Source: an optimization exercise on an open RTL-to-GDS flow (aim: small area). Production flows keep margins and buffers that such runs may drop.
The RTL was checked by simulation tests, not by an equivalence proof against the original design.
The clock cells of runs 4 to 6 come from the design's own scripts or RTL, not from TritonCTS.
The flow treats the clock pin as an ideal source. Dropping or thinning the clock tree relies on that and would not hold on a real chip.
Power figures rest on the tool's default switching activity, not on a simulated workload.

**design/flow/flow/run.sh**
```bash
#!/bin/bash
# The standard layout (standard.sh), with these changes:
#  - synthesis: the same script (synth_recipe.tcl), but ABC maps the logic with
#    an area-oriented script (flow/abc_area.script) and Yosys's half/full adder
#    extraction is skipped, so ABC maps adders together with the other logic.
#    Registers are untouched: they are mapped before ABC runs.
#  - one shared tie cell for the constant-0 outputs (no per-load tie cloning),
#  - port buffers use the smallest buffer, sky130_fd_sc_hd__buf_1,
#  - CTS inserts no dummy loads and uses small clock buffers.
set -euo pipefail
W=$(pwd)
cat > my_synth.tcl <<EOT
proc abc {args} {
  set i [lsearch -exact \$args -script]
  if {\$i >= 0} { set args [lreplace \$args [expr {\$i+1}] [expr {\$i+1}] $W/flow/abc_area.script] }
  yosys abc {*}\$args
}
proc extract_fa {args} { }
source $W/synth_recipe.tcl
EOT
sed "s|SYNTH_SCRIPT=[^ ]*|SYNTH_SCRIPT=$W/my_synth.tcl|" standard.sh > my_standard.sh
export SKIP_REPAIR_TIE_FANOUT=1
export BUFFER_PORTS_ARGS="-buffer_cell sky130_fd_sc_hd__buf_1"
export CTS_ARGS="-sink_clustering_enable -repair_clock_nets -dont_use_dummy_load -root_buf sky130_fd_sc_hd__clkbuf_8 -buf_list sky130_fd_sc_hd__clkbuf_4"
bash my_standard.sh > standard.log 2>&1
```
**design/flow/flow/abc_area.script**
```
&get -n
&st
&dch
&nf -R 1000
&put
mfs3 -ae
```
**design/flow/standard.sh**
```bash
#!/bin/bash
# synth_recipe.tcl (not shown) runs the flow's synth.tcl, then flattens the netlist and writes it again
# the make line also repeats each setting of config.mk as NAME=value (left out here)
make -C /OpenROAD-flow-scripts/flow DESIGN_CONFIG=/design/flow/config.mk WORK_HOME=/design/flow/orfs CLKGATE_MAP_FILE= SYNTH_SCRIPT=/design/flow/synth_recipe.tcl "${@:-finish}"
```
**design/flow/config.mk**
```make
export PLATFORM = sky130hd
export DESIGN_NAME = SPI
export DESIGN_NICKNAME = SPI
export VERILOG_FILES = /design/flow/design.v
export SDC_FILE = /design/flow/constraint.sdc
export NUM_CORES = 4
export LEC_CHECK = 0
export CAP_MARGIN = 0
export CORE_MARGIN = 2
export CORE_UTILIZATION = 40
export PLACE_DENSITY = 0.6
export SLEW_MARGIN = 0
```
**design/flow/constraint.sdc**
```tcl
create_clock -name core_clock -period 8.0 [get_ports {clk_in}]
set_input_delay 1.6000 -clock core_clock [delete_from_list [all_inputs] [get_ports {clk_in}]]
set_output_delay 1.6000 -clock core_clock [all_outputs]
set_load 0.01 [all_outputs]
```
**design/flow/design.v**
```verilog
`timescale 1ns / 1ps
module clk_divider #(parameter clk_count = 5) (clk_in, reset, clk_out, fall_tick);
input clk_in;
input reset;
output reg clk_out;
output fall_tick;
reg [2:0] counter;
always @(posedge clk_in) begin
    if (reset) begin
        counter <= 3'd0;
        clk_out <= 1'b0;
    end else if (counter[2]) begin
        counter <= 3'd0;
        clk_out <= ~clk_out;
    end else begin
        counter <= counter + 3'd1;
    end
end
assign fall_tick = counter[2] & clk_out;
endmodule
`timescale 1ns / 1ps
module SPI_trans_piso (clk_in, reset, tick, clkout, error, so, cs, shift_done, clk, state, i);
input clk_in, reset, tick, clkout, error;
output so, cs, shift_done;
output reg clk;
output [1:0] state;
output reg [5:0] i;
reg [1:0] st;
reg xf;           
wire [8:0] N;     
reg z;            
reg cy;           
localparam IDLE = 2'd0, WAIT = 2'd1, SHIFT_DATA = 2'd2, SHIFT_DONE = 2'd3;
assign state = st;
wire idle = (st == IDLE);
wire wait_s = (st == WAIT);
wire sd = (st == SHIFT_DATA);
assign shift_done = idle & xf;
assign cs = ~(sd & (i != 6'd0));
reg nb;
always @(*)
    case (i[2:0])
        3'd0: nb = i[5] ? N[0] : N[8];
        3'd1: nb = N[7];
        3'd2: nb = N[6];
        3'd3: nb = N[5];
        3'd4: nb = N[4];
        3'd5: nb = N[3];
        3'd6: nb = N[2];
        default: nb = N[1];
    endcase
assign so = sd & (i[5] | (i[4] & i[3])) & nb;
always @(posedge clk_in) begin
    if (reset) clk <= 1'b0;
    else clk <= ~cs & clkout;
end
always @(posedge clk_in) begin
    if (reset) begin
        st <= IDLE;
        xf <= 1'b0;
        i <= 6'd0;
    end else if (tick) begin
        xf <= st[0];
        case (st)
            IDLE: st <= WAIT;
            WAIT: if (xf) st <= SHIFT_DATA;
            SHIFT_DATA: begin
                if (i[5]) begin
                    i <= 6'd0;
                    st <= SHIFT_DONE;
                end else i <= i + 6'd1;
            end
            SHIFT_DONE: st <= IDLE;
        endcase
    end
end
always @(posedge clk_in) begin
    if (reset) z <= 1'b1;
    else if (tick) z <= ~idle & (error | (z & st[1]));
end
always @(posedge clk_in)
    cy <= idle ? (xf & ~error & (z | ~N[8])) : (cy & N[0]);
wire rot = ~tick & wait_s & ~xf;
wire clr = tick & ((idle & (error | z | N[8])) | (wait_s & ~xf & error));
sel_reg #(.W(9)) n_reg (.clk_in(clk_in), .ld(rot), .hd(~rot & ~clr), .d({N[0] ^ cy, N[8:1]}), .q(N));
endmodule
`timescale 1ns / 1ps
module SIPO (clk_in, clk, reset, latch_r, si, trans_done, po, shift_done_r, state_r, error_r, j);
input clk_in, clk, reset, latch_r, si, trans_done;
output [31:0] po;
output reg shift_done_r;
output reg [2:0] state_r;
output reg error_r;
output reg [5:0] j;
localparam IDLE_r = 3'd0, WAIT_CS_r = 3'd1, SHIFT_DATA_r = 3'd2, SHIFT_DONE_r = 3'd3, ERROR_r = 3'd4;
reg [1:0] ped_sr;
wire [31:0] p_o;
reg [2:0] next_state_r;
wire edge_det = ped_sr[1] & ~ped_sr[0];
wire j_mid = ~j[5] & (j[4:0] != 5'd0) & (j[4:0] != 5'd31);    
always @(posedge clk_in) begin
    ped_sr[0] <= clk;
    ped_sr[1] <= ped_sr[0];
end
always @(*) begin
    case (state_r)
        IDLE_r: next_state_r = WAIT_CS_r;
        WAIT_CS_r: next_state_r = latch_r ? WAIT_CS_r : SHIFT_DATA_r;
        SHIFT_DATA_r:
            if (trans_done & latch_r) next_state_r = SHIFT_DONE_r;
            else if (j_mid & latch_r) next_state_r = ERROR_r;
            else if (trans_done) next_state_r = ERROR_r;
            else next_state_r = SHIFT_DATA_r;
        SHIFT_DONE_r:
            if (shift_done_r & latch_r) next_state_r = IDLE_r;
            else if (j_mid & latch_r) next_state_r = ERROR_r;
            else next_state_r = SHIFT_DONE_r;
        ERROR_r: next_state_r = latch_r ? IDLE_r : ERROR_r;
        default: next_state_r = IDLE_r;
    endcase
end
always @(posedge clk_in) begin
    if (reset) begin
        state_r <= IDLE_r;
        j <= 6'd0;
        error_r <= 1'b0;
        shift_done_r <= 1'b0;
    end else begin
        state_r <= next_state_r;
        case (state_r)
            IDLE_r: begin
                j <= 6'd0;
                error_r <= 1'b0;
                shift_done_r <= 1'b0;
            end
            SHIFT_DATA_r: if (~j[5] & ~latch_r & edge_det) j <= j + 6'd1;
            SHIFT_DONE_r: shift_done_r <= 1'b1;
            ERROR_r: error_r <= 1'b1;
            default: ;
        endcase
    end
end
wire sh = (state_r == SHIFT_DATA_r) & ~j[5] & ~latch_r & edge_det;
wire idle = (state_r == IDLE_r);
sel_reg #(.W(32)) p_o_reg (.clk_in(clk_in), .ld(sh & ~idle), .hd(~sh & ~idle), .d({p_o[30:0], si}), .q(p_o));
sel_reg #(.W(32)) po_reg (.clk_in(clk_in), .ld(shift_done_r & ~reset), .hd(~shift_done_r & ~reset), .d(p_o), .q(po));
endmodule
module sel_reg #(parameter W = 32) (clk_in, ld, hd, d, q);
input clk_in, ld, hd;
input [W-1:0] d;
output reg [W-1:0] q;
always @(posedge clk_in)
    q <= (d & {W{ld}}) | (q & {W{hd}});
endmodule
`timescale 1ns / 1ps
module SPI #(parameter spi_count = 32, parameter clk_count = 5, parameter pi_count = 256) (clk_in, reset, s_d_tx, cs_tx, clk_tx, s_d_rx, cs_rx, clk_rx, rx_data, debug_rx_state, debug_error, debug_rx_done, debug_rx_counter, debug_tx_done, debug_tx_state, debug_tx_counter, debug_divided_clk);
input reset, clk_in;
output s_d_tx, cs_tx, clk_tx;
input s_d_rx, cs_rx, clk_rx;
output [spi_count-1:0] rx_data;
output [2:0] debug_rx_state;
output [2:0] debug_tx_state;
output debug_error;
output debug_rx_done;
output debug_tx_done;
output [spi_count-1:0] debug_rx_counter;
output [spi_count-1:0] debug_tx_counter;
output debug_divided_clk;
wire clkout, tick, error, tx_done;
wire [1:0] tx_state;
wire [5:0] i, j;
assign debug_tx_state = {1'b0, tx_state};
assign debug_tx_counter = {26'd0, i};
assign debug_rx_counter = {26'd0, j};
assign debug_divided_clk = clkout;
assign debug_error = error;
assign debug_tx_done = tx_done;
clk_divider clk_divider_inst (.clk_in(clk_in), .reset(reset), .clk_out(clkout), .fall_tick(tick));
SPI_trans_piso SPI_trans_piso (.clk_in(clk_in), .reset(reset), .tick(tick), .clkout(clkout), .error(error),
    .so(s_d_tx), .cs(cs_tx), .shift_done(tx_done), .clk(clk_tx), .state(tx_state), .i(i));
SIPO SIPO (.clk_in(clk_in), .clk(clk_rx), .reset(reset), .latch_r(cs_rx), .si(s_d_rx), .trans_done(tx_done),
    .po(rx_data), .shift_done_r(debug_rx_done), .state_r(debug_rx_state), .error_r(error), .j(j));
endmodule
```
==> summary.md, run 1 <==
When the netlist entered floorplanning its net count stood at 363. The number of vias in the routed layout was 2596. The initial antenna violation count was 0; the via count of the first global-routing pass was 2278.

Setup slack closes at 4558 ps. The run gives 0.631 as the sequential share of power. Final net count: 385.

After the first detailed-routing iteration, the DRC count stood at 109. Required time of the critical path: 6400 ps. The floorplan step defined a die boundary enclosing 10180 sq um. Post-cts repair resize count: 0. Worst setup path startpoint: SPI_trans_piso.i[0]. The root buffer cell chosen for the clock tree is clkbuf_8. From synthesis to final layout, the design area changed by 3.563%. The die span in y is 100.9 um, and the maximum achievable frequency is 290.6 MHz.

The floorplan has 35 rows. Worst slack after detailed placement: 4878 ps. Detailed placement ended at an HPWL of 4535 um.

IR analysis of the VDD net gives a maximum drop of 80.82 uV. The run finished with no timing, DRC or antenna violations. For this run, design rule violations remaining after detail routing come to 0.

The number of nets still failing antenna checks after routing was 0. At the pin with the least slew margin, the transition time is 895.9 ps. The tools report the max-slew headroom at the worst pin as 0.4027. The congestion estimate from routability-driven global placement came to 0.8059.

The critical path is of the flop to output port type. After global routing the overflow that remains totals 0. On the worst path, the slowest cell contributes a delay of 470 ps. Startpoint of the most critical hold path: SIPO.ped_sr[0]. During synthesis, Yosys emitted a total of 5 warnings. The switching portion of total power was 0.2372. Synthesis produced a netlist whose cell count is 358. The H-tree was split into 3 levels.

The share of final-layout standard cells stronger than drive strength 1 came out at 0.04497. The share of the clock period used by the worst path came out at 0.4302. Counting cells, the worst reg-to-reg path comes to 8.

The number of setup violations in the final report is 0, and the global-route usage over all layers is 0.1364. The worst setup path is captured at an output port. The post-synthesis sequential area ratio came out at 0.5435. The area of the mapped netlist was 3757 sq um; the number of instances on the worst hold path was 0. In this run, distinct cell masters in the synthesized netlist total 34. The number of synthesized register bits is 102, and the reported leakage power is 1.416 nW. The number of setup buffers added after CTS is 0.

Critical path's slowest cell: dfxtp_1. The core occupancy in the finished layout was 0.4231. The worst register-to-register path begins at SIPO.state_r[0].

The run gives 0.4086 as the initial cell density of the core. Traced cell by cell, the critical path runs through nor2b_1 > a22oi_1 > nand2_1 > a21oi_1 > a21oi_1 > a41oi_1 > nor3_1 > buf_1. The logs give 0 for the post-cts hold buffer count and 0 for the count of final max-slew check failures. Detailed-route wire length: 6955 um.

The analysis attributes to net switching a power of 0.1946 mW. For the number of iterations in the first detailed-routing pass, the log shows 4. The number of clock buffers added by TritonCTS is 9. In the final routed layout, each cell accounts on average for 14.22 um. The biggest fanout along the worst timing path works out to 9.

The count of buffers added on input and output ports is 60. Subtracting the final worst setup slack from the clock period gives 3442 ps. The cell type with the highest occurrence count on the critical path is a21oi_1. The average instance in the mapped netlist occupies 10.50 sq um. The diode insertion count for antenna repair was 0; the cell-internal power was 0.6260 mW. The core region is 9196 sq um. The tightest min-delay check is of the flop to flop type. For the clock tree buffer depth, the log shows 2. The tool flagged a number of max-cap violations equal to 0. Hold violation count in the final report: 0. The run gives 0.065 as the share of power burned in combinational logic. TritonCTS built the clock tree. The via count normalized by instance count was 5.309; the clock transition at the registers of the reported paths was 80 ps.

Pin placement for this block handled 114 I/O pins. The clock latency on the worst-skew pair is 360 ps. The first global-routing pass estimated 11150 um of wire.

The power per cell area came out at 210.9 nW/um^2. The logs give 1840 ps for the arrival time of the worst setup path and 920 for the layout filler cell count. The category of the worst setup path launch point is a flop. The tools report the number of sinks handled by clock tree synthesis as 102.

The tools report the setup total negative slack as 0 ps. Setup repair after global routing left no endpoint under its margin. The floorplan step set the die width to 100.9 um.

The power share of the clock group was 0.304. The run gives 54 as the largest net degree at the start of global routing. The maximum clock skew at final layout was 29.77 ps.
-- worst max-delay path: cells and delay by family, from the launching register on --
kind	cells	cell delay [ps]
AO/OA/AOI/OAI	4	340
buffers and inverters	1	180
flip-flops	1	470
AND/OR/NAND/NOR	3	510
-- final cells by class --
class                   instances  area [sq um]  share of cell area
repair buffers                 64         255.2             0.06559
inverters                       6         22.52            0.005788
multi-input cells             197          1309              0.3363
flip-flops and latches        102          2042              0.5248
clock buffers                   9         123.9             0.03183
well taps                     111         138.9             0.03569
-- power groups by stage --
stage                     logic [mW]  clock network (mW)  registers [mW]
after floorplan               0.0562                   0           0.530
after detailed placement      0.0534                   0           0.529
after global routing          0.0606               0.276           0.518
final                         0.0537               0.250           0.518
after global placement        0.0527                   0           0.529
after CTS                     0.0534               0.257           0.517
-- flip-flops by register name, summed over array words and instances, names as in the netlist --
register / cells
SIPO.p_o_reg.q: 32
SIPO.state_r: 3
SPI_trans_piso.cy: 1
SIPO.ped_sr: 2
SIPO.error_r: 1
SIPO.shift_done_r: 1
SPI_trans_piso.z: 1
SPI_trans_piso.clk: 1
SPI_trans_piso.n_reg.q: 9
SPI_trans_piso.i: 6
SPI_trans_piso.xf: 1
clk_divider_inst.clk_out: 1
SIPO.j: 6
SIPO.po_reg.q: 32
clk_divider_inst.counter: 3
SPI_trans_piso.st: 2
-- Yosys cell counts --
cell type,count,area (sq um)
dfxtp_1,102,2042
a22o_1,73,639.4
buf_4,53,397.9
nor2_1,33,123.9
nor3_1,15,75.07
a21oi_1,14,70.07
nand2_1,11,41.29
clkinv_1,6,22.52
nor2b_1,5,31.28
o21ai_0,5,25.02
a31oi_1,4,25.02
nand2b_1,4,25.02
and3_1,3,18.77
nor4_1,3,18.77
a211oi_1,2,15.01
a21o_1,2,15.01
nand3_1,2,10.01
o21a_1,2,15.01
o22ai_1,2,12.51
or2_0,2,12.51
xnor2_1,2,17.52
a221oi_1,1,8.760
a22oi_1,1,7.510
a41oi_1,1,8.760
and2_0,1,6.260
conb_1,1,3.750
mux2i_1,1,10.01
nor3b_1,1,7.510
nor4bb_1,1,10.01
o21bai_1,1,7.510
o311ai_0,1,8.760
o31ai_1,1,7.510
o32ai_1,1,8.760
xor2_1,1,8.760
-- through the flow --
stage / hold WS (ps) / instance area (sq um) / cells / total power, mW
6_report: 351.3 / 3891 / 489 / 0.8207
5_1_grt: 367.1 / 3891 / 489 / 0.8546
2_1_floorplan: 322.6 / 3757 / 358 / 0.5858
3_3_place_gp: 329.0 / 3767 / 480 / 0.5818
3_5_place_dp: 337.2 / 3767 / 480 / 0.5827
4_1_cts: 353.0 / 3891 / 489 / 0.8275
-- cells by family (layout without fill, tap and decap cells) --
family          count (synthesis)  count (layout)  synth area share
simple gates                   81              81            0.1012
buf+inv                        59              79            0.1119
compound gates                111             111            0.2328
flops                         102             102            0.5435
other cells                     1               1         0.0009980
mux                             1               1          0.002664
xor+xnor                        3               3          0.006994
-- cell usage in the layout (no fill, tap or decap), types with 3 or more instances in the layout --
| master | n |
|---|---|
| clkinv_1 | 6 |
| a31oi_1 | 4 |
| dfxtp_1 | 102 |
| clkbuf_8 | 9 |
| and3_1 | 3 |
| o21ai_0 | 5 |
| a22o_1 | 73 |
| nor2b_1 | 4 |
| nand2b_1 | 4 |
| nor2_1 | 31 |
| a21oi_1 | 14 |
| nor3_1 | 15 |
| nand2_1 | 11 |
| buf_4 | 4 |
| buf_1 | 60 |
-- final timing paths --
check / end / slack, ps
max: s_d_tx / 4560
min: SIPO.ped_sr[1] / 350
max reg2reg: SIPO.j[1] / 6100
min reg2reg: SIPO.ped_sr[1] / 350
-- metal layers --
layer	up-vias	wire [um]	track usage
li1	1299	-	-
met1	1224	3482	0.1914
met2	63	3007	0.2031
met3	10	364	0.03329
met4	0	102	0.05094
met5	-	0	0
==> inputs of run 2 (changes only) <==
==> design/flow/config.mk (replaced) <==
export PLATFORM = sky130hd
export DESIGN_NAME = SPI
export DESIGN_NICKNAME = SPI
export VERILOG_FILES = /design/flow/design.v
export SDC_FILE = /design/flow/constraint.sdc
export NUM_CORES = 4
export LEC_CHECK = 0
export CAP_MARGIN = 20
export CORE_MARGIN = 2
export CORE_UTILIZATION = 40
export PLACE_DENSITY = 0.6
export SLEW_MARGIN = 20
==> run 2 against run 1 <==
  * Non-clock buffer count unchanged
  * Combinational power hardly changed
  * Flip-flop and latch count is the same
  * Synthesized area is the same
  * Via count did not move
  * Count of clock-buffer cells in the layout did not move
  * Fmax stayed put
  * Sequential power about the same
  * Total power stayed put
  * Synthesized cell count is the same
  * Die area unchanged
  * Final cell count did not move
  * Largest power group unchanged
==> summary.md, run 2 <==
The clock tree buffer depth was 2 (unchanged). Most area-consuming cells after synthesis: dfxtp_1 (54%), a22o_1 (17%), buf_4 (11%) (unchanged). Most numerous cell types in the synthesized netlist: dfxtp_1 (102), a22o_1 (73), buf_4 (53) (unchanged). The via count of the first global-routing pass is 2278 (unchanged). The biggest fanout along the worst timing path is 9 (unchanged). The number of setup violations in the final report is 0 (unchanged). The run gives 1.416 nW (unchanged) as the reported leakage power.

For the max-slew headroom at the worst pin, the log shows 0.4027 (unchanged). The run gives 4 (unchanged) as the number of iterations in the first detailed-routing pass. The tools report the TritonCTS buffer count as 9 (unchanged). The library cell occupying the most area in the post-synthesis netlist is dfxtp_1 (unchanged). For the placed cell count, the log shows 480 (unchanged).

Floorplan core area: 9196 sq um (unchanged). The post-synthesis async set-or-reset flop share was 0 (unchanged). The number of library cell types mapped by synthesis is 34 (unchanged), and the final net count is 385 (unchanged).

The clock transition at the registers of the reported paths is 80 ps (about the same), and the number of top-level pins is 114 (unchanged). The share of the synthesized area in the top cell type is 0.5435 (unchanged). Leading cell type in the layout, fill and taps excluded: dfxtp_1 (unchanged). The cell with the most instances after synthesis was dfxtp_1 (unchanged). The number of synthesized register bits works out to 102 (unchanged). The post-layout minimum cycle time was 3442 ps (unchanged); the residual overflow from global routing was 0 (unchanged). Number of H-tree levels: 3 (unchanged). The global-route wire length before repair is 11150 um (unchanged).

The share of the clock period used by the worst path is 0.4302 (unchanged). The layout-stage area growth over the synthesis result was 3.563% (unchanged). The total number of yosys warnings is 5 (unchanged), and the horizontal die dimension is 100.9 um (unchanged). The flow ran to the end and the layout has no timing, DRC or antenna violations. The share of final-layout standard cells stronger than drive strength 1 is 0.04497 (unchanged). Regs by FF count: SIPO.p_o_reg.q (32), SIPO.po_reg.q (32), SPI_trans_piso.n_reg.q (9) (unchanged). The flip-flop cell with the highest count after synthesis was dfxtp_1 (unchanged). The total DRC errors in the routed layout is 0 (unchanged), and the final routed wire length divided by cell count is 14.22 um (unchanged). The global-route usage over all layers was 0.1364 (unchanged); the initial detailed-routing violation count was 109 (unchanged). The final estimated routing congestion in global placement came out at 0.8059 (unchanged).

For the largest net degree at the start of global routing, the log shows 54 (unchanged). The area of the mapped netlist is 3757 sq um (unchanged), and the worst slack after detailed placement is 4878 ps (unchanged). The die span in y was 100.9 um (unchanged); the area of placed instances was 3767 sq um (unchanged).

Leading cell types in the layout, fill and taps excluded: dfxtp_1 (102), a22o_1 (73), buf_1 (60), nor2_1 (31), nor3_1 (15) (unchanged). For the number of nets still failing antenna checks after routing, the log shows 0 (unchanged). The number of port buffers is 60 (unchanged), and the required time of the critical path is 6400 ps (about the same).

The post-cts hold buffer count was 0 (unchanged). The logs give 0 (unchanged) for the initial antenna violation count and 1840 ps (about the same) for the arrival time of the worst setup path. The pin slew with the least headroom to its limit was 895.9 ps (unchanged); the diode insertion count for antenna repair was 0 (unchanged). The power per cell area was 210.9 nW/um^2 (unchanged). Number of vias in the routed layout: 2596 (unchanged). The slack of the critical path is 4558 ps (unchanged), and the post-synthesis sequential area ratio is 0.5435 (unchanged).

The cell at the root of the clock tree is clkbuf_8 (unchanged). The number of enable-type register cells in the synthesized netlist is 0 (unchanged). The run gives 80.82 uV (unchanged) as the maximum ir drop on the vdd rail. The critical path capture point type is an output port (unchanged). The total of max-cap violations was 0 (unchanged); the post-cts repair resize count was 0 (unchanged). The clock latency on the worst-skew pair is 360 ps (about the same). The setup total negative slack was 0 ps (unchanged).

The type of the worst setup path is flop to output port (unchanged). The count of final max-slew check failures is 0 (unchanged), and the detailed-route wire length is 6955 um (unchanged). The number of buffers added for setup after CTS was 0 (unchanged); the area enclosed by the die boundary was 10180 sq um (unchanged).

The maximum achievable frequency was 290.6 MHz (unchanged); the cell count after synthesis was 358 (unchanged). The half-perimeter wire length of the detailed placement result is 4535 um (unchanged), and the number of sinks handled by clock tree synthesis is 102 (unchanged). The category of the worst setup path launch point is a flop (unchanged). The logs give 0 (unchanged) for the hold violation count in the final report and 489 (unchanged) for the final standard cell count with taps included and fillers excluded.

Type of the worst min-delay path: flop to flop (unchanged). Initial cell density of the core: 0.4086 (unchanged). Setup repair after global routing left no endpoint under its margin. For the final cell area excluding filler cells, the log shows 3891 sq um (unchanged). Number of core rows: 35 (unchanged).

TritonCTS built the clock tree. The synthesized netlist net count came out at 363 (unchanged). The via count normalized by instance count was 5.309 (unchanged). The average cell area after synthesis was 10.50 sq um (unchanged). The maximum clock skew at final layout is 29.77 ps (unchanged).
## run 2: cell counts in the layout (fill, tap and decap cells not counted)
Identical to the previous run, type by type.
## run 2: worst max-delay path: stages (launching register included)
cell	delay [ps]
dfxtp_1	470
nor2b_1	250
a22oi_1	120
nand2_1	80
a21oi_1	40
a21oi_1	120
a41oi_1	60
nor3_1	180
buf_1	180
## run 2: path summary, 6_finish.rpt
| path | endpoint | slack (ps) | depth (start not counted) | from |
|---|---|---|---|---|
| setup / recovery | s_d_tx | 4560 | 8 | SPI_trans_piso.i[0] |
| hold / removal | SIPO.ped_sr[1] | 350 | 0 | SIPO.ped_sr[0] |
| setup reg to reg | SIPO.j[1] | 6100 | 8 | SIPO.state_r[0] |
| hold reg to reg | SIPO.ped_sr[1] | 350 | 0 | SIPO.ped_sr[0] |
## run 2: cells by family after synthesis
| family | after synthesis | synth area share |
|---|---|---|
| compound gates | 111 | 0.2328 |
| xor+xnor | 3 | 0.006994 |
| buf+inv | 59 | 0.1119 |
| flops | 102 | 0.5435 |
| mux | 1 | 0.002664 |
| other cells | 1 | 0.0009980 |
| simple gates | 81 | 0.1012 |
## run 2: power breakdown
part	internal, mW	total (mW)	switching, mW
Combinational	0.0124	0.0537	0.0413
Clock	0.101	0.250	0.148
Sequential	0.512	0.518	0.00517
Total	0.626	0.821	0.195
## run 2: final cells by class
cell class	instances	area [sq um]
tap	111	138.9
clock buffer	9	123.9
sequential	102	2042
timing repair buffer	64	255.2
inverter	6	22.52
fill	920	5305
multi-input combinational	197	1309
## run 2: per-layer routing
metal,routed length (um),up-vias,GRT usage
met2,3007,63,0.2031
li1,-,1299,-
met5,0,-,0
met4,102,0,0.05094
met1,3482,1224,0.1914
met3,364,10,0.03329
## run 2: stage by stage
stage / power (mW) / hold slack, ps / utilization
after global placement: 0.5818 / 329.0 / 0.4097
after CTS: 0.8275 / 353.0 / 0.4231
after global routing: 0.8546 / 367.1 / 0.4231
after floorplan: 0.5858 / 322.6 / -
final: 0.8207 / 351.3 / 0.4231
after detailed placement: 0.5827 / 337.2 / 0.4097
==> inputs of run 3 (changes only) <==
--- a/design/flow/config.mk
+++ b/design/flow/config.mk
@@ -7,6 +7,6 @@
 export LEC_CHECK = 0
 export CAP_MARGIN = 20
 export CORE_MARGIN = 2
-export CORE_UTILIZATION = 40
-export PLACE_DENSITY = 0.6
+export CORE_UTILIZATION = 65
+export PLACE_DENSITY = 0.85
 export SLEW_MARGIN = 20
==> run 3 against run 2 <==
  * Wire length decreased by 2.1%
  * Non-clock buffer count unchanged
  * Clock skew increased by 3.4 ps
  * Combinational power decreased by 1%
  * Total power decreased by 0.20%
  * Critical path type unchanged
==> summary.md, run 3 <==
The share of the clock period used by the worst path works out to 0.4315 (was 0.4302). Maximum clock skew at final layout: 33.13 ps (was 29.77 ps). Most numerous cell types in the synthesized netlist: dfxtp_1 (102), a22o_1 (73), buf_4 (53) (unchanged). The leading cell type in the layout, fill and taps excluded is dfxtp_1 (unchanged). The dominant combinational cell family by area after synthesis was compound AO/OA/AOI/OAI gates (unchanged). Die span in y: 80.03 um (was 100.9 um).

Setup repair after global routing left no endpoint under its margin. The run gives 0 (unchanged) as the initial antenna violation count. The logs give 450 (was 489) for the final standard cell count with taps included and fillers excluded and 0 (unchanged) for the total DRC errors in the routed layout.

The placed cell count was 441 (was 480). The run gives 0.6935 (was 0.4231) as the core occupancy in the finished layout. The flow ran to the end and the layout has no timing, DRC or antenna violations. The half-perimeter wire length of the detailed placement result came out at 4528 um (was 4535 um). Global-route usage over all layers: 0.2244 (was 0.1364). The diode insertion count for antenna repair is 0 (unchanged), and the arrival time of the worst setup path is 1850 ps (was 1840 ps).

Regs by FF count: SIPO.p_o_reg.q (32), SIPO.po_reg.q (32), SPI_trans_piso.n_reg.q (9) (unchanged). The logs give 4 (unchanged) for the number of iterations in the first detailed-routing pass and 6807 um (was 6955 um) for the detailed-route wire length. The tools report the floorplan core area as 5540 sq um (was 9196 sq um). The flip-flop cell with the highest count after synthesis was dfxtp_1 (unchanged).

The cell count after synthesis came out at 358 (unchanged). The setup total negative slack was 0 ps (unchanged); the final hold slack was 352.9 ps (was 351.3 ps). Number of enable-type register cells in the synthesized netlist: 0 (unchanged). The slack of the critical path was 4548 ps (was 4558 ps); the simple-gate share of the synthesized area was 0.1012 (unchanged).

Category of the worst setup path launch point: a flop (unchanged). The number of synthesized register bits was 102 (unchanged); the share of final-layout standard cells stronger than drive strength 1 was 0.04497 (unchanged). Share of the synthesized area in the top cell type: 0.5435 (unchanged).

For the required time of the critical path, the log shows 6400 ps (about the same). The number of instances on the worst hold path is 0 (unchanged). The number of top-level pins came out at 114 (unchanged). The clock transition at the registers of the reported paths is 90 ps (was 80 ps), and the number of library cell types mapped by synthesis is 34 (unchanged). The critical path capture point type was an output port (unchanged). Leading cell types in the layout, fill and taps excluded: dfxtp_1 (102), a22o_1 (73), buf_1 (60), nor2_1 (31), nor3_1 (15) (unchanged). Total number of yosys warnings: 5 (unchanged). The number of H-tree levels was 3 (unchanged); the parity-gate share of the synthesized area counting xor and xnor cells was 0.006993 (unchanged). Cell at the root of the clock tree: clkbuf_8 (unchanged). The top routing layer in use is met4 (unchanged). For the maximum achievable frequency, the log shows 289.7 MHz (was 290.6 MHz). Adder and majority gate portion of the synthesized area: 0 (unchanged). For the reported leakage power, the log shows 1.416 nW (unchanged). The type of the worst min-delay path is flop to flop (unchanged).

The initial cell density of the core is 0.6782 (was 0.4086). The fraction of the mapped netlist area in compound gates was 0.2328 (unchanged). The biggest fanout along the worst timing path is 9 (unchanged). The logs give 385 (unchanged) for the final net count and 2425 (was 2278) for the via count of the first global-routing pass. The final cell area excluding filler cells came out at 3842 sq um (was 3891 sq um). The synthesized netlist net count was 363 (unchanged); the hold violation count in the final report was 0 (unchanged).

Final routed wire length divided by cell count: 15.13 um (was 14.22 um). For the largest net degree at the start of global routing, the log shows 54 (unchanged). The pin slew with the least headroom to its limit is 838.7 ps (was 895.9 ps). TritonCTS buffer count: 9 (unchanged). The global-route wire length before repair came out at 11280 um (was 11150 um). Count of final max-slew check failures: 0 (unchanged). Number of core rows: 27 (was 35). The routed length on met3 was 436 um (was 364 um); the initial detailed-routing violation count was 140 (was 109).

For the clock latency on the worst-skew pair, the log shows 360 ps (about the same). The logs give 0 (unchanged) for the residual overflow from global routing and 2 (unchanged) for the clock tree buffer depth. For the post-cts hold buffer count, the log shows 0 (unchanged). The power per cell area was 213.2 nW/um^2 (was 210.9 nW/um^2). The cell with the most instances after synthesis was dfxtp_1 (unchanged). For the max-slew headroom at the worst pin, the log shows 0.4409 (was 0.4027).

The post-cts repair resize count is 0 (unchanged). The logs give 0.8190 mW (was 0.8207 mW) for the sum of internal, switching and leakage power and 0 (unchanged) for the number of setup violations in the final report. For the number of sinks handled by clock tree synthesis, the log shows 102 (unchanged). The post-layout minimum cycle time was 3452 ps (was 3442 ps).

Final estimated routing congestion in global placement: 0.8678 (was 0.8059). The run gives 6405 sq um (was 10180 sq um) as the area enclosed by the die boundary. The type of the worst setup path is flop to output port (unchanged).

The mux cell area share after synthesis is 0.002664 (unchanged). The number of port buffers was 60 (unchanged); the total of max-cap violations was 0 (unchanged). Horizontal die dimension: 80.03 um (was 100.9 um). The depth of the worst register-to-register path is 8 (unchanged). The layout-stage area growth over the synthesis result works out to 2.265% (was 3.563%). The met1 layer wirelength in the final routing was 3026 um (was 3482 um).

The post-synthesis async set-or-reset flop share is 0 (unchanged), and the number of vias in the routed layout is 2623 (was 2596). For the post-synthesis sequential area ratio, the log shows 0.5435 (unchanged). The tools report the area of the mapped netlist as 3757 sq um (unchanged). The sum of met2 wire segment lengths after detailed routing is 3320 um (was 3007 um).

The average cell area after synthesis works out to 10.50 sq um (unchanged). The worst slack after detailed placement is 4886 ps (was 4878 ps). The via count normalized by instance count works out to 5.829 (was 5.309). The run gives 0 (unchanged) as the number of nets still failing antenna checks after routing. The number of buffers added for setup after CTS was 0 (unchanged). The library cell occupying the most area in the post-synthesis netlist was dfxtp_1 (unchanged). TritonCTS built the clock tree.

Area of placed instances: 3719 sq um (was 3767 sq um). The tools report the maximum ir drop on the vdd rail as 161.2 uV (was 80.82 uV). Most area-consuming cells after synthesis: dfxtp_1 (54%), a22o_1 (17%), buf_4 (11%) (unchanged).
## run 3: cell counts after synthesis
Identical to the previous run, type by type.
## run 3: cells by family (layout without fill, tap and decap cells)
logic type / after synthesis / after routing
AND/OR/NAND/NOR: 81 / 81
buffers and inverters: 59 / 79
flip-flops: 102 / 102
XOR/XNOR: 3 / 3
other: 1 / 1
AO/OA/AOI/OAI: 111 / 111
multiplexers: 1 / 1
## run 3: final cells by class
class,instances,area (sq um)
clock buffer,9,123.9
fill,431,1698
inverter,6,22.52
multi-input combinational,197,1309
sequential,102,2042
tap,72,90.09
timing repair buffer,64,255.2
## run 3: final timing paths
check | slack (ps) | end | from
max | 4550 | s_d_tx | SPI_trans_piso.i[0]
min | 350 | SIPO.ped_sr[1] | SIPO.ped_sr[0]
max reg2reg | 6070 | SIPO.j[0] | SIPO.state_r[1]
min reg2reg | 350 | SIPO.ped_sr[1] | SIPO.ped_sr[0]
## run 3: worst max-delay path, cell delays in order, from the launching register on
cell	delay [ps]
dfxtp_1	480
nor2b_1	250
a22oi_1	120
nand2_1	90
a21oi_1	50
a21oi_1	120
a41oi_1	60
nor3_1	160
buf_1	190
## run 3: routing by layer
layer | up-vias | global-route usage
met5 | - | 0
met2 | 63 | 0.3692
met4 | 0 | 0.07288
li1 | 1301 | -
met3 | 2 | 0.07805
met1 | 1257 | 0.2750
## run 3: where the power goes
part           internal [mW]  switching, mW  leakage (nW)
Clock                  0.101          0.147        0.0647
Sequential             0.512        0.00549         0.824
Combinational         0.0123         0.0406         0.528
Total                  0.626          0.193          1.42
==> inputs of run 4 (changes only) <==
--- a/design/flow/design.v
+++ b/design/flow/design.v
@@ -29,7 +29,6 @@
 reg xf;           
 wire [8:0] N;     
 reg z;            
-reg cy;           
 localparam IDLE = 2'd0, WAIT = 2'd1, SHIFT_DATA = 2'd2, SHIFT_DONE = 2'd3;
 assign state = st;
 wire idle = (st == IDLE);
@@ -76,13 +75,17 @@
 end
 always @(posedge clk_in) begin
     if (reset) z <= 1'b1;
-    else if (tick) z <= ~idle & (error | (z & st[1]));
+    else if (tick)
+        case (st)
+            IDLE: z <= xf & ~error & (z | ~N[8]);
+            WAIT: z <= error;
+            default: z <= z | error;
+        endcase
+    else if (wait_s & ~xf) z <= z & N[0];
 end
-always @(posedge clk_in)
-    cy <= idle ? (xf & ~error & (z | ~N[8])) : (cy & N[0]);
 wire rot = ~tick & wait_s & ~xf;
 wire clr = tick & ((idle & (error | z | N[8])) | (wait_s & ~xf & error));
-sel_reg #(.W(9)) n_reg (.clk_in(clk_in), .ld(rot), .hd(~rot & ~clr), .d({N[0] ^ cy, N[8:1]}), .q(N));
+sel_reg #(.W(9)) n_reg (.clk_in(clk_in), .ld(rot), .hd(~rot & ~clr), .d({N[0] ^ z, N[8:1]}), .q(N));
 endmodule
 `timescale 1ns / 1ps
 module SIPO (clk_in, clk, reset, latch_r, si, trans_done, po, shift_done_r, state_r, error_r, j);
--- a/design/flow/flow/run.sh
+++ b/design/flow/flow/run.sh
@@ -6,7 +6,9 @@
 #    Registers are untouched: they are mapped before ABC runs.
 #  - one shared tie cell for the constant-0 outputs (no per-load tie cloning),
 #  - port buffers use the smallest buffer, sky130_fd_sc_hd__buf_1,
-#  - CTS inserts no dummy loads and uses small clock buffers.
+#  - clock tree: a root clock buffer and a few leaf clock buffers, one per
+#    group of nearby registers (flow/cts_hook.tcl, flow/mytree.tcl), in place
+#    of TritonCTS.
 set -euo pipefail
 W=$(pwd)
 cat > my_synth.tcl <<EOT
@@ -21,5 +23,7 @@
 sed "s|SYNTH_SCRIPT=[^ ]*|SYNTH_SCRIPT=$W/my_synth.tcl|" standard.sh > my_standard.sh
 export SKIP_REPAIR_TIE_FANOUT=1
 export BUFFER_PORTS_ARGS="-buffer_cell sky130_fd_sc_hd__buf_1"
+export PRE_CTS_TCL=$W/flow/cts_hook.tcl
+export MY_CTS_LEAVES=6
 export CTS_ARGS="-sink_clustering_enable -repair_clock_nets -dont_use_dummy_load -root_buf sky130_fd_sc_hd__clkbuf_8 -buf_list sky130_fd_sc_hd__clkbuf_4"
 bash my_standard.sh > standard.log 2>&1
==> design/flow/flow/cts_hook.tcl (new file) <==
# Replaces TritonCTS: the clock port drives one root clock buffer, which
# drives MY_CTS_LEAVES leaf clock buffers, each driving the clock pins of one
# group of nearby registers (k-means on their placed positions).
source [file join [file dirname [info script]] mytree.tcl]
proc clock_tree_synthesis {args} {
  my_clock_tree $::env(MY_CTS_LEAVES) sky130_fd_sc_hd__clkbuf_8 sky130_fd_sc_hd__clkbuf_8
  set_propagated_clock [all_clocks]
}
==> design/flow/flow/mytree.tcl (new file) <==
# Clock tree: the clock port drives NB sky130_fd_sc_hd__clkbuf_8 buffers,
# each driving the clock pins of one group of registers (split by position).
proc my_clock_tree {nb cell rootcell} {
  set db [ord::get_db]
  set block [ord::get_db_block]
  set clk_net [$block findNet clk_in]
  set master [$db findMaster $cell]
  set sinks {}
  set its [$clk_net getITerms]
  foreach it $its {
    set inst [$it getInst]
    set loc [$inst getLocation]
    lappend sinks [list [lindex $loc 0] [lindex $loc 1] $it]
  }
  set n [llength $sinks]
  # root buffer at the centre of the registers, driven by the clock port
  set sx 0; set sy 0
  foreach s $sinks { incr sx [lindex $s 0]; incr sy [lindex $s 1] }
  set root [odb::dbInst_create $block [$db findMaster $rootcell] "clkbuf_my_root"]
  $root setLocation [expr {$sx / $n}] [expr {$sy / $n}]
  $root setPlacementStatus PLACED
  set root_net [odb::dbNet_create $block "clknet_my_root"]
  $root_net setSigType CLOCK
  [$root findITerm A] connect $clk_net
  [$root findITerm X] connect $root_net
  # k-means on the register positions (seeded by y-bands)
  set sinks [lsort -integer -index 1 $sinks]
  set cent {}
  for {set g 0} {$g < $nb} {incr g} {
    set s [lindex $sinks [expr {(2 * $g + 1) * $n / (2 * $nb)}]]
    lappend cent [list [lindex $s 0] [lindex $s 1]]
  }
  for {set iter 0} {$iter < 30} {incr iter} {
    set groups {}
    for {set g 0} {$g < $nb} {incr g} { lappend groups {} }
    foreach s $sinks {
      set best 0; set bd -1
      for {set g 0} {$g < $nb} {incr g} {
        set c [lindex $cent $g]
        set d [expr {abs([lindex $s 0] - [lindex $c 0]) + abs([lindex $s 1] - [lindex $c 1])}]
        if {$bd < 0 || $d < $bd} { set bd $d; set best $g }
      }
      lset groups $best [concat [lindex $groups $best] [list $s]]
    }
    set cent {}
    foreach grp $groups {
      set sx 0; set sy 0
      foreach s $grp { incr sx [lindex $s 0]; incr sy [lindex $s 1] }
      set m [expr {max(1, [llength $grp])}]
      lappend cent [list [expr {$sx / $m}] [expr {$sy / $m}]]
    }
  }
  for {set g 0} {$g < $nb} {incr g} {
    set grp [lindex $groups $g]
    if {[llength $grp] == 0} continue
    set cx [lindex $cent $g 0]; set cy [lindex $cent $g 1]
    set buf [odb::dbInst_create $block $master "clkbuf_my_$g"]
    $buf setLocation $cx $cy
    $buf setPlacementStatus PLACED
    set net [odb::dbNet_create $block "clknet_my_$g"]
    $net setSigType CLOCK
    foreach s $grp { set it [lindex $s 2]; $it disconnect; $it connect $net }
    [$buf findITerm A] connect $root_net
    [$buf findITerm X] connect $net
    puts "clock group $g: [llength $grp] sinks, buffer at $cx $cy"
  }
}
--- a/design/flow/config.mk
+++ b/design/flow/config.mk
@@ -7,6 +7,6 @@
 export LEC_CHECK = 0
 export CAP_MARGIN = 20
 export CORE_MARGIN = 2
-export CORE_UTILIZATION = 65
-export PLACE_DENSITY = 0.85
+export CORE_UTILIZATION = 40
+export PLACE_DENSITY = 0.6
 export SLEW_MARGIN = 20
==> run 4 against run 3 <==
  * Wire length is 5.0% higher
  * Sequential power hardly changed
  * Die area is 59% higher
  * First-iteration DRC count is 25% lower
  * Combinational power is 7.9% higher
==> summary.md, run 4 <==
The logs give 0 (unchanged) for the hold violation count in the final report and 0.4097 (was 0.6782) for the initial cell density of the core. The die span in y came out at 100.8 um (was 80.03 um). The largest net degree at the start of global routing is 54 (unchanged), and the final net count is 387 (was 385).

Layout-stage area growth over the synthesis result: 2.836% (was 2.265%). For the arrival time of the worst setup path, the log shows 1860 ps (was 1850 ps). The logs give 3639 um (was 3026 um) for the met1 layer wirelength in the final routing and 0.4213 (was 0.6935) for the core occupancy in the finished layout.

The run gives 0 ps (unchanged) as the setup total negative slack. The run gives 2381 (was 2425) as the via count of the first global-routing pass. The floorplan core area was 9153 sq um (was 5540 sq um); the initial antenna violation count was 0 (unchanged). Top routing layer in use: met4 (unchanged).

The pin slew with the least headroom to its limit works out to 1014 ps (was 838.7 ps). The run finished with no timing, DRC or antenna violations. The flip-flop cell with the highest count after synthesis was dfxtp_1 (unchanged). The biggest fanout along the worst timing path came out at 8 (was 9). The tools report the total of max-cap violations as 0 (unchanged).

The share of final-layout standard cells stronger than drive strength 1 was 0.03947 (was 0.04497). Critical path capture point type: an output port (unchanged). The maximum clock skew at final layout is 35.20 ps (was 33.13 ps).

Crit path cell chain: nor2_1 > o21ai_0 > a21oi_1 > a221oi_1 > a21oi_1 > a21oi_1 > nor3_1 > buf_1 (was nor2b_1 > a22oi_1 > nand2_1 > a21oi_1 > a21oi_1 > a41oi_1 > nor3_1 > buf_1). The number of synthesized register bits was 101 (was 102); the number of core rows was 35 (was 27). Share of the clock period used by the worst path: 0.4326 (was 0.4315). The clock latency on the worst-skew pair is 360 ps (about the same). Required time of the critical path: 6400 ps (about the same). The logs give 0 (unchanged) for the number of nets still failing antenna checks after routing and 4748 um (was 4528 um) for the half-perimeter wire length of the detailed placement result. The tools report the reported leakage power as 1.414 nW (was 1.416 nW). Most area-consuming cells after synthesis: dfxtp_1 (54%), a22o_1 (17%), buf_4 (11%) (unchanged). The tools report the detailed-route wire length as 7146 um (was 6807 um). The area of the mapped netlist came out at 3750 sq um (was 3757 sq um).

Regs by FF count: SIPO.p_o_reg.q (32), SIPO.po_reg.q (32), SPI_trans_piso.n_reg.q (9) (unchanged). The clock transition at the registers of the reported paths came out at 110 ps (was 90 ps). The tools report the count of final max-slew check failures as 0 (unchanged). The run gives 3760 sq um (was 3719 sq um) as the area of placed instances. The critical path's slowest cell was dfxtp_1 (unchanged). The final estimated routing congestion in global placement was 0.8218 (was 0.8678); the post-cts hold buffer count was 0 (unchanged). The buffering stage count on the worst path with inverters included works out to 1 (unchanged).

Family of cells with the greatest summed delay on the critical path: compound AO/OA/AOI/OAI gates (was simple AND/OR/NAND/NOR gates). Library cell occupying the most area in the post-synthesis netlist: dfxtp_1 (unchanged). The maximum achievable frequency came out at 288.9 MHz (was 289.7 MHz).

Power per cell area: 207.5 nW/um^2 (was 213.2 nW/um^2). The average cell area after synthesis is 10.36 sq um (was 10.50 sq um), and the share of the synthesized area in the top cell type is 0.5392 (was 0.5435). Diode insertion count for antenna repair: 0 (unchanged). The cell type with the highest occurrence count on the critical path was a21oi_1 (unchanged).

Number of iterations in the first detailed-routing pass: 5 (was 4). The run gives 105 (was 140) as the initial detailed-routing violation count. For the placed cell count, the log shows 484 (was 441). The global-route wire length before repair is 11610 um (was 11280 um), and the number of port buffers is 60 (unchanged). The final routed wire length divided by cell count was 14.55 um (was 15.13 um); the synthesized netlist net count was 367 (was 363). Post-synthesis sequential area ratio: 0.5392 (was 0.5435).

The category of the worst setup path launch point is a flop (unchanged). Number of vias in the routed layout: 2604 (was 2623). The area enclosed by the die boundary is 10160 sq um (was 6405 sq um). Setup repair after global routing left no endpoint under its margin. For the final standard cell count with taps included and fillers excluded, the log shows 491 (was 450). Max-slew headroom at the worst pin: 0.3188 (was 0.4409). The post-cts repair resize count was 0 (unchanged); the sum of met2 wire segment lengths after detailed routing was 2874 um (was 3320 um). The global-route usage over all layers is 0.1343 (was 0.2244), and the total number of yosys warnings is 5 (unchanged). For the total DRC errors in the routed layout, the log shows 0 (unchanged). The type of the worst min-delay path was flop to flop (unchanged).

The run gives 114 (unchanged) as the number of top-level pins. For the final cell area excluding filler cells, the log shows 3856 sq um (was 3842 sq um). Routed length on met3: 504 um (was 436 um). The number of enable-type register cells in the synthesized netlist was 0 (unchanged); the via count normalized by instance count was 5.303 (was 5.829). The cell count after synthesis was 362 (was 358). Leading cell type in the layout, fill and taps excluded: dfxtp_1 (unchanged).

The number of buffers added for setup after CTS came out at 0 (unchanged). The cell with the most instances after synthesis is dfxtp_1 (unchanged). Leading cell types in the layout, fill and taps excluded: dfxtp_1 (101), a22o_1 (72), buf_1 (60), nor2_1 (31), a21oi_1 (18) (was dfxtp_1 (102), a22o_1 (73), buf_1 (60), nor2_1 (31), nor3_1 (15)). The run gives 0 (unchanged) as the number of setup violations in the final report. The delay contributed by the slowest stage of the critical path is 400 ps (was 480 ps), and the horizontal die dimension is 100.8 um (was 80.03 um). Most numerous cell types in the synthesized netlist: dfxtp_1 (101), a22o_1 (72), buf_4 (53) (was dfxtp_1 (102), a22o_1 (73), buf_4 (53)). The type of the worst setup path was flop to output port (unchanged).

The residual overflow from global routing is 0 (unchanged). The tools report the maximum ir drop on the vdd rail as 72.86 uV (was 161.2 uV). The post-synthesis async set-or-reset flop share was 0 (unchanged). The tools report the number of library cell types mapped by synthesis as 29 (was 34). The post-layout minimum cycle time is 3461 ps (was 3452 ps).
run 4: worst register-to-register path, cell delays in order (launching register included):
cell and delay [ps]:
dfxtp_1 350, nand2_1 180, clkinv_1 210, nor3_1 820
nor2_1 380, a22o_1 280
run 4: cell type report:
class / instances / area, sq um
Buffer: 7 / 96.34
Fill cell: 903 / 5296
Inverter: 6 / 22.52
Multi-Input combinational cell: 202 / 1321
Sequential cell: 101 / 2022
Tap cell: 111 / 138.9
Timing Repair Buffer: 64 / 255.2
run 4: path summary, 6_finish.rpt:
path | depth (start not counted) | endpoint | from | slack (ps)
setup / recovery | 8 | s_d_tx | SPI_trans_piso.i[0] | 4540
hold / removal | 0 | SIPO.ped_sr[1] | SIPO.ped_sr[0] | 350
setup reg to reg | 5 | SPI_trans_piso.n_reg.q[4] | clk_divider_inst.counter[2] | 5650
hold reg to reg | 0 | SIPO.ped_sr[1] | SIPO.ped_sr[0] | 350
run 4: through the flow:
step | setup WS (ps) | hold WS (ps) | power (mW)
after floorplan | 1762 | 322.6 | 0.5853
after global placement | 4812 | 332.7 | 0.5839
after detailed placement | 4783 | 335.7 | 0.5844
after CTS | 4501 | 356.1 | 0.8082
after global routing | 4225 | 365.2 | 0.8347
final | 4539 | 351.8 | 0.8000
run 4: cell families after synthesis:
logic type                count (synthesis)  synth area share
AOI/OAI and AO/OA                       113            0.2329
DFF                                     101            0.5392
xor gates and xnor gates                  2          0.004672
and+or+nand+nor                          86            0.1101
other                                     1          0.001000
buffers and inverters                    59            0.1121
run 4: power by group:
group          switching, mW  total (mW)  internal [mW]
clock                  0.147       0.227         0.0799
combinational         0.0431      0.0571         0.0139
sequential           0.00720       0.516          0.509
run 4: metal layers:
layer / vias up / track usage
met3: 12 / 0.02774
li1: 1306 / -
met5: - / 0
met4: 0 / 0.02740
met2: 60 / 0.1964
met1: 1226 / 0.2037
==> inputs of run 5 (changes only) <==
--- a/design/flow/flow/run.sh
+++ b/design/flow/flow/run.sh
@@ -24,6 +24,6 @@
 export SKIP_REPAIR_TIE_FANOUT=1
 export BUFFER_PORTS_ARGS="-buffer_cell sky130_fd_sc_hd__buf_1"
 export PRE_CTS_TCL=$W/flow/cts_hook.tcl
-export MY_CTS_LEAVES=6
+export MY_CTS_LEAVES=5
 export CTS_ARGS="-sink_clustering_enable -repair_clock_nets -dont_use_dummy_load -root_buf sky130_fd_sc_hd__clkbuf_8 -buf_list sky130_fd_sc_hd__clkbuf_4"
 bash my_standard.sh > standard.log 2>&1
--- a/design/flow/config.mk
+++ b/design/flow/config.mk
@@ -7,6 +7,6 @@
 export LEC_CHECK = 0
 export CAP_MARGIN = 20
 export CORE_MARGIN = 2
-export CORE_UTILIZATION = 40
-export PLACE_DENSITY = 0.6
+export CORE_UTILIZATION = 65
+export PLACE_DENSITY = 0.85
 export SLEW_MARGIN = 20
==> run 5 against run 4 <==
  * Critical path type unchanged
  * Flip-flop and latch count unchanged
  * Largest power group unchanged
  * Highest routed layer unchanged
  * Worst setup slack better by 60 ps
  * Wire length down 8.0%
  * Clock skew shrank 22 ps
  * Largest cell class unchanged
  * First-iteration DRC count is 22% higher
  * Still clean
  * Synthesized area unchanged
==> summary.md, run 5 <==
For the total of max-cap violations, the log shows 0 (unchanged). Type of the worst min-delay path: flop to flop (unchanged). For the post-cts repair resize count, the log shows 0 (unchanged).

Synthesized netlist net count: 367 (unchanged). The clock latency on the worst-skew pair is 340 ps (was 360 ps), and the share of the clock period used by the worst path is 0.4252 (was 0.4326). Slack of the critical path: 4598 ps (was 4539 ps).

Most numerous cell types in the synthesized netlist: dfxtp_1 (101), a22o_1 (72), buf_4 (53) (unchanged). The logs give 0 (unchanged) for the initial antenna violation count and 0.1850 mW (was 0.1976 mW) for the switching component of the power. The tools report the post-cts hold buffer count as 0 (unchanged). The via count normalized by instance count was 5.864 (was 5.303); the total DRC errors in the routed layout was 0 (unchanged). The diode insertion count for antenna repair was 0 (unchanged). Flip-flop cell with the highest count after synthesis: dfxtp_1 (unchanged). Die span in y: 79.96 um (was 100.8 um). The clock transition at the registers of the reported paths was 110 ps (about the same).

The critical path capture point type was an output port (unchanged). The cell with the most instances after synthesis is dfxtp_1 (unchanged). The run gives 128 (was 105) as the initial detailed-routing violation count.

Regs by FF count: SIPO.p_o_reg.q (32), SIPO.po_reg.q (32), SPI_trans_piso.n_reg.q (9) (unchanged). The cell type with the highest occurrence count on the critical path is a21oi_1 (unchanged). The tools report the maximum achievable frequency as 294.0 MHz (was 288.9 MHz).

The number of instances on the worst hold path is 0 (unchanged). The maximum clock skew at final layout was 13.23 ps (was 35.20 ps); the sequential share of power was 0.665 (was 0.645). The depth of the worst register-to-register path came out at 5 (unchanged). Required time of the critical path: 6400 ps (about the same). The number of gates on the worst path with buffers counted was 8 (unchanged).

Power per cell area: 204.8 nW/um^2 (was 207.5 nW/um^2). Family of cells with the greatest summed delay on the critical path: compound AO/OA/AOI/OAI gates (unchanged). Crit path cell chain: nor2_1 > o21ai_0 > a21oi_1 > a221oi_1 > a21oi_1 > a21oi_1 > nor3_1 > buf_1 (unchanged).

The max-slew headroom at the worst pin is 0.3208 (was 0.3188), and the count of final max-slew check failures is 0 (unchanged). The number of synthesized register bits was 101 (unchanged). For the final hold slack, the log shows 366.8 ps (was 351.8 ps).

The number of top-level pins is 114 (unchanged), and the switching portion of total power is 0.2383 (was 0.2470). The final routed wire length divided by cell count was 14.60 um (was 14.55 um). The number of enable-type register cells in the synthesized netlist is 0 (unchanged), and the reported leakage power is 1.403 nW (was 1.414 nW). The leading cell type in the layout, fill and taps excluded is dfxtp_1 (unchanged). Type of the worst setup path: flop to output port (unchanged). The buffering stage count on the worst path with inverters included was 1 (unchanged); the cell count after synthesis was 362 (unchanged). The post-layout minimum cycle time is 3402 ps (was 3461 ps). The area of the mapped netlist is 3750 sq um (unchanged). The floorplan core area came out at 5540 sq um (was 9153 sq um). The area of placed instances was 3709 sq um (was 3760 sq um); the number of port buffers was 60 (unchanged).

The layout-stage area growth over the synthesis result came out at 1.101% (was 2.836%). The run finished with no timing, DRC or antenna violations. The tools report the post-synthesis sequential area ratio as 0.5392 (unchanged).

Most area-consuming cells after synthesis: dfxtp_1 (54%), a22o_1 (17%), buf_4 (11%) (unchanged). The number of setup violations in the final report is 0 (unchanged), and the worst slack after detailed placement is 4658 ps (was 4783 ps). Delay contributed by the slowest stage of the critical path: 390 ps (was 400 ps). The library cell occupying the most area in the post-synthesis netlist was dfxtp_1 (unchanged). The number of core rows is 27 (was 35). The share of final-layout standard cells stronger than drive strength 1 was 0.03439 (was 0.03947).

The share of the synthesized area in the top cell type came out at 0.5392 (unchanged). The logs give 0.263 (was 0.284) for the power share of the clock group and 1800 ps (was 1860 ps) for the arrival time of the worst setup path. The critical path's slowest cell was dfxtp_1 (unchanged). The number of buffers added for setup after CTS is 0 (unchanged), and the pin slew with the least headroom to its limit is 1011 ps (was 1014 ps). The global-route wire length before repair was 10630 um (was 11610 um).

The tools report the category of the worst setup path launch point as a flop (unchanged). The maximum ir drop on the vdd rail is 120.0 uV (was 72.86 uV), and the area enclosed by the die boundary is 6393 sq um (was 10160 sq um). The global-route usage over all layers is 0.1964 (was 0.1343). The number of iterations in the first detailed-routing pass is 4 (was 5). Biggest fanout along the worst timing path: 8 (unchanged). The tools report the half-perimeter wire length of the detailed placement result as 4527 um (was 4748 um). For the via count of the first global-routing pass, the log shows 2371 (was 2381).

The horizontal die dimension came out at 79.96 um (was 100.8 um). The core occupancy in the finished layout is 0.6843 (was 0.4213). The run gives 54 (unchanged) as the largest net degree at the start of global routing. Leading cell types in the layout, fill and taps excluded: dfxtp_1 (101), a22o_1 (72), buf_1 (60), nor2_1 (31), a21oi_1 (18) (unchanged).

For the total number of yosys warnings, the log shows 5 (unchanged). The tools report the setup total negative slack as 0 ps (unchanged). The logs give 0.8764 (was 0.8218) for the final estimated routing congestion in global placement and 0.5913 mW (was 0.6025 mW) for the cell-internal power. The number of nets still failing antenna checks after routing was 0 (unchanged); the post-synthesis async set-or-reset flop share was 0 (unchanged). The logs give 6572 um (was 7146 um) for the detailed-route wire length and 29 (unchanged) for the number of library cell types mapped by synthesis.

The logs give 0.6768 (was 0.4097) for the initial cell density of the core and 3791 sq um (was 3856 sq um) for the final cell area excluding filler cells. The tools report the residual overflow from global routing as 0 (unchanged). The final net count is 385 (was 387), and the hold violation count in the final report is 0 (unchanged). The average cell area after synthesis came out at 10.36 sq um (unchanged). The share of power burned in combinational logic was 0.072 (was 0.071). Setup repair after global routing left no endpoint under its margin. The number of vias in the routed layout was 2639 (was 2604).
## run 5: through the flow
stage | power [mW] | instances
6_report | 0.7763 | 450
5_1_grt | 0.8069 | 450
4_1_cts | 0.7794 | 450
3_5_place_dp | 0.5834 | 444
3_3_place_gp | 0.5817 | 444
2_1_floorplan | 0.5853 | 362
## run 5: final timing paths
| check | start | to | slack (ps) |
|---|---|---|---|
| worst max-delay path | SPI_trans_piso.i[0] | s_d_tx | 4600 |
| worst min register to register | SIPO.ped_sr[0] | SIPO.ped_sr[1] | 370 |
| worst min-delay path | SIPO.ped_sr[0] | SIPO.ped_sr[1] | 370 |
| worst max register to register | clk_divider_inst.counter[2] | SPI_trans_piso.n_reg.q[5] | 5700 |
## run 5: worst reg2reg max path: stages, from the launching register on
cell	delay [ps]
dfxtp_1	360
nand2_1	170
clkinv_1	190
nor3_1	810
nor2_1	370
a22o_1	290
## run 5: logic make-up after synthesis
| family | share of synthesized area |
|---|---|
| buffers and inverters | 0.1121 |
| flip-flops | 0.5392 |
| AO/OA/AOI/OAI | 0.2329 |
| AND/OR/NAND/NOR | 0.1101 |
| XOR/XNOR | 0.004672 |
| other | 0.001000 |
## run 5: cell type report
type,count,area (sq um)
Buffer,6,82.58
Fill cell,459,1749
Inverter,6,22.52
Multi-Input combinational cell,202,1326
Sequential cell,101,2022
Tap cell,72,90.09
Timing Repair Buffer,63,247.7
## run 5: power by group through the flow
stage | logic (mW) | registers [mW] | clock network (mW)
after floorplan | 0.0586 | 0.527 | 0
after global placement | 0.0548 | 0.527 | 0
after detailed placement | 0.0560 | 0.527 | 0
after CTS | 0.0561 | 0.516 | 0.207
after global routing | 0.0630 | 0.517 | 0.227
final | 0.0562 | 0.516 | 0.204
## run 5: layer usage
layer	wire, um	GRT usage	vias to the layer above
met2	3021	0.3267	68
met5	0	0	-
met3	358	0.02262	9
li1	-	-	1301
met4	120	0.04237	0
met1	3072	0.2761	1261
==> inputs of run 6 (changes only) <==
--- a/design/flow/flow/run.sh
+++ b/design/flow/flow/run.sh
@@ -25,5 +25,6 @@
 export BUFFER_PORTS_ARGS="-buffer_cell sky130_fd_sc_hd__buf_1"
 export PRE_CTS_TCL=$W/flow/cts_hook.tcl
 export MY_CTS_LEAVES=5
+export MY_CTS_ROOT=sky130_fd_sc_hd__clkbuf_2
 export CTS_ARGS="-sink_clustering_enable -repair_clock_nets -dont_use_dummy_load -root_buf sky130_fd_sc_hd__clkbuf_8 -buf_list sky130_fd_sc_hd__clkbuf_4"
 bash my_standard.sh > standard.log 2>&1
==> design/flow/flow/cts_hook.tcl (replaced) <==
# Replaces TritonCTS: the clock port drives one root clock buffer, which
# drives MY_CTS_LEAVES leaf clock buffers, each driving the clock pins of one
# group of nearby registers (k-means on their placed positions).
source [file join [file dirname [info script]] mytree.tcl]
proc clock_tree_synthesis {args} {
  my_clock_tree $::env(MY_CTS_LEAVES) sky130_fd_sc_hd__clkbuf_8 $::env(MY_CTS_ROOT)
  set_propagated_clock [all_clocks]
}
--- a/design/flow/flow/mytree.tcl
+++ b/design/flow/flow/mytree.tcl
@@ -13,16 +13,19 @@
     lappend sinks [list [lindex $loc 0] [lindex $loc 1] $it]
   }
   set n [llength $sinks]
-  # root buffer at the centre of the registers, driven by the clock port
-  set sx 0; set sy 0
-  foreach s $sinks { incr sx [lindex $s 0]; incr sy [lindex $s 1] }
-  set root [odb::dbInst_create $block [$db findMaster $rootcell] "clkbuf_my_root"]
-  $root setLocation [expr {$sx / $n}] [expr {$sy / $n}]
-  $root setPlacementStatus PLACED
-  set root_net [odb::dbNet_create $block "clknet_my_root"]
-  $root_net setSigType CLOCK
-  [$root findITerm A] connect $clk_net
-  [$root findITerm X] connect $root_net
+  if {$rootcell eq "none"} {
+    set root_net $clk_net
+  } else {
+    set sx 0; set sy 0
+    foreach s $sinks { incr sx [lindex $s 0]; incr sy [lindex $s 1] }
+    set root [odb::dbInst_create $block [$db findMaster $rootcell] "clkbuf_my_root"]
+    $root setLocation [expr {$sx / $n}] [expr {$sy / $n}]
+    $root setPlacementStatus PLACED
+    set root_net [odb::dbNet_create $block "clknet_my_root"]
+    $root_net setSigType CLOCK
+    [$root findITerm A] connect $clk_net
+    [$root findITerm X] connect $root_net
+  }
   # k-means on the register positions (seeded by y-bands)
   set sinks [lsort -integer -index 1 $sinks]
   set cent {}
==> run 6 against run 5 <==
  * Fmax is 3.6% lower
  * Clock skew barely moved
  * Cell area shrank 0.23%
  * Flip-flop and latch count unchanged
  * Clock power decreased by 4%
  * Global-route usage about the same
  * Largest cell class unchanged
==> summary.md, run 6 <==
The flow ran to the end and the layout has no timing, DRC or antenna violations. The run gives 10630 um (about the same) as the global-route wire length before repair. Biggest fanout along the worst timing path: 8 (unchanged). For the number of top-level pins, the log shows 114 (unchanged). Cell type with the highest occurrence count on the critical path: a21oi_1 (unchanged).

Number of enable-type register cells in the synthesized netlist: 0 (unchanged). The power per cell area is 203.0 nW/um^2 (was 204.8 nW/um^2). The number of port buffers works out to 60 (unchanged). Share of the clock period used by the worst path: 0.4410 (was 0.4252). The share of the synthesized area in the top cell type was 0.5392 (unchanged). The initial cell density of the core was 0.6768 (unchanged); the maximum clock skew at final layout was 12.96 ps (was 13.23 ps). The leading cell type in the layout, fill and taps excluded is dfxtp_1 (unchanged). The tools report the diode insertion count for antenna repair as 0 (unchanged).

The die span in y was 79.96 um (unchanged); the residual overflow from global routing was 0 (unchanged). Top routing layer in use: met4 (unchanged). The tools report the hold violation count in the final report as 0 (unchanged). The run gives 119.6 uV (was 120.0 uV) as the maximum ir drop on the vdd rail.

Most numerous cell types in the synthesized netlist: dfxtp_1 (101), a22o_1 (72), buf_4 (53) (unchanged). The clock latency on the worst-skew pair is 460 ps (was 340 ps). The power share of the clock group is 0.255 (was 0.263), and the final estimated routing congestion in global placement is 0.8764 (unchanged). The tools report the largest net degree at the start of global routing as 54 (unchanged). Regs by FF count: SIPO.p_o_reg.q (32), SIPO.po_reg.q (32), SPI_trans_piso.n_reg.q (9) (unchanged). The number of synthesized register bits was 101 (unchanged).

Average cell area after synthesis: 10.36 sq um (unchanged). Setup repair after global routing left no endpoint under its margin. The pin slew with the least headroom to its limit works out to 1011 ps (about the same). The critical path capture point type is an output port (unchanged).

Global-route usage over all layers: 0.1962 (was 0.1964). Family of cells with the greatest summed delay on the critical path: compound AO/OA/AOI/OAI gates (unchanged). The layout-stage area growth over the synthesis result was 0.8676% (was 1.101%). Final standard cell count with taps included and fillers excluded: 450 (unchanged). Arrival time of the worst setup path: 1930 ps (was 1800 ps). The library cell occupying the most area in the post-synthesis netlist was dfxtp_1 (unchanged). The detailed-route wire length is 6559 um (was 6572 um). The via count of the first global-routing pass is 2364 (was 2371). The initial antenna violation count was 0 (unchanged); the layout filler cell count was 459 (unchanged). The type of the worst min-delay path is flop to flop (unchanged). The flip-flop cell with the highest count after synthesis was dfxtp_1 (unchanged). Crit path cell chain: nor2_1 > o21ai_0 > a21oi_1 > a221oi_1 > a21oi_1 > a21oi_1 > nor3_1 > buf_1 (unchanged). The buffering stage count on the worst path with inverters included was 1 (unchanged); the met1 layer wirelength in the final routing was 3030 um (was 3072 um). The run gives 396 um (was 358 um) as the routed length on met3. Leading cell types in the layout, fill and taps excluded: dfxtp_1 (101), a22o_1 (72), buf_1 (60), nor2_1 (31), a21oi_1 (18) (unchanged). The initial detailed-routing violation count was 135 (was 128); the half-perimeter wire length of the detailed placement result was 4527 um (unchanged). The maximum achievable frequency came out at 283.4 MHz (was 294.0 MHz). The number of iterations in the first detailed-routing pass came out at 4 (unchanged). The delay contributed by the slowest stage of the critical path is 390 ps (about the same), and the sequential share of power is 0.672 (was 0.665). Category of the worst setup path launch point: a flop (unchanged). The tools report the final hold slack as 366.9 ps (was 366.8 ps). Number of core rows: 27 (unchanged). Final net count: 385 (unchanged).

The logs give 5 (unchanged) for the total number of yosys warnings and 0 (unchanged) for the count of final max-slew check failures. The sum of met2 wire segment lengths after detailed routing was 3020 um (was 3021 um). The run gives 5540 sq um (unchanged) as the floorplan core area.

The horizontal die dimension was 79.96 um (unchanged); the total of max-cap violations was 0 (unchanged). Type of the worst setup path: flop to output port (unchanged). The final routed wire length divided by cell count was 14.58 um (was 14.60 um); the switching component of the power was 0.1860 mW (was 0.1850 mW).

The logs give 0 (unchanged) for the number of buffers added for setup after CTS and 0.5818 mW (was 0.5913 mW) for the cell-internal power. The cell with the most instances after synthesis is dfxtp_1 (unchanged). Critical path's slowest cell: dfxtp_1 (unchanged). The area enclosed by the die boundary is 6393 sq um (unchanged).
run 6: cell counts after synthesis:
No cell type changed its count.
run 6: stage by stage:
stage	total power, mW	worst slack (ps)	instance area, sq um	utilization
2_1_floorplan	0.5853	1762	3750	-
3_3_place_gp	0.5817	4675	3704	0.6685
3_5_place_dp	0.5834	4658	3709	0.6694
4_1_cts	0.7698	4453	3782	0.6827
5_1_grt	0.7973	4287	3782	0.6827
6_report	0.7679	4472	3782	0.6827
run 6: routing by layer:
metal  vias up  GRT usage
met5         -          0
met3        11    0.02262
met1      1262     0.2761
met4         0    0.04068
met2        70     0.3267
li1       1300          -
run 6: power groups by stage:
stage | registers (mW) | clock network (mW) | logic, mW
floorplan | 0.527 | 0 | 0.0586
global placement | 0.527 | 0 | 0.0548
detailed placement | 0.527 | 0 | 0.0560
CTS | 0.516 | 0.198 | 0.0561
global route | 0.517 | 0.217 | 0.0630
finish | 0.516 | 0.196 | 0.0562
run 6: worst register-to-register path, delay by kind of cell, from the launching register on:
kind | cells | cell delay (ps)
AO/OA/AOI/OAI | 1 | 290
buffers and inverters | 1 | 190
flip-flops | 1 | 360
AND/OR/NAND/NOR | 3 | 1350
run 6: worst paths after layout:
check / cells past startpoint / endpoint / slack, ps / start
worst min-delay path: 0 / SIPO.ped_sr[1] / 370 / SIPO.ped_sr[0]
worst max register to register: 5 / SPI_trans_piso.n_reg.q[5] / 5700 / clk_divider_inst.counter[2]
worst min register to register: 0 / SIPO.ped_sr[1] / 370 / SIPO.ped_sr[0]
worst max-delay path: 8 / s_d_tx / 4470 / SPI_trans_piso.i[0]
run 6: cell type report:
class / count / area [sq um] / area share
sequential: 101 / 2022 / 0.5346
inverter: 6 / 22.52 / 0.005954
buffer: 6 / 73.82 / 0.01952
tap: 72 / 90.09 / 0.02382
timing repair buffer: 63 / 247.7 / 0.06550
multi-input combinational: 202 / 1326 / 0.3506
run 6: cells by family (layout without fill, tap and decap cells):
| kind of cell | count (synthesis) | after routing | synth area share |
|---|---|---|---|
| buffers and inverters | 59 | 75 | 0.1121 |
| other | 1 | 1 | 0.001000 |
| AOI/OAI and AO/OA | 113 | 113 | 0.2329 |
| DFF | 101 | 101 | 0.5392 |
| xor gates and xnor gates | 2 | 2 | 0.004672 |
| and+or+nand+nor | 86 | 86 | 0.1101 |

Re-timed with assumed drivers on the ports (clkbuf_16 on the clock, buf_2 on other inputs), run 6 has 4.444 ns of setup slack against 4.472 ns with ideal ports, and 4.650 ns once port delays also move by the mid clock arrival of 0.485 ns.
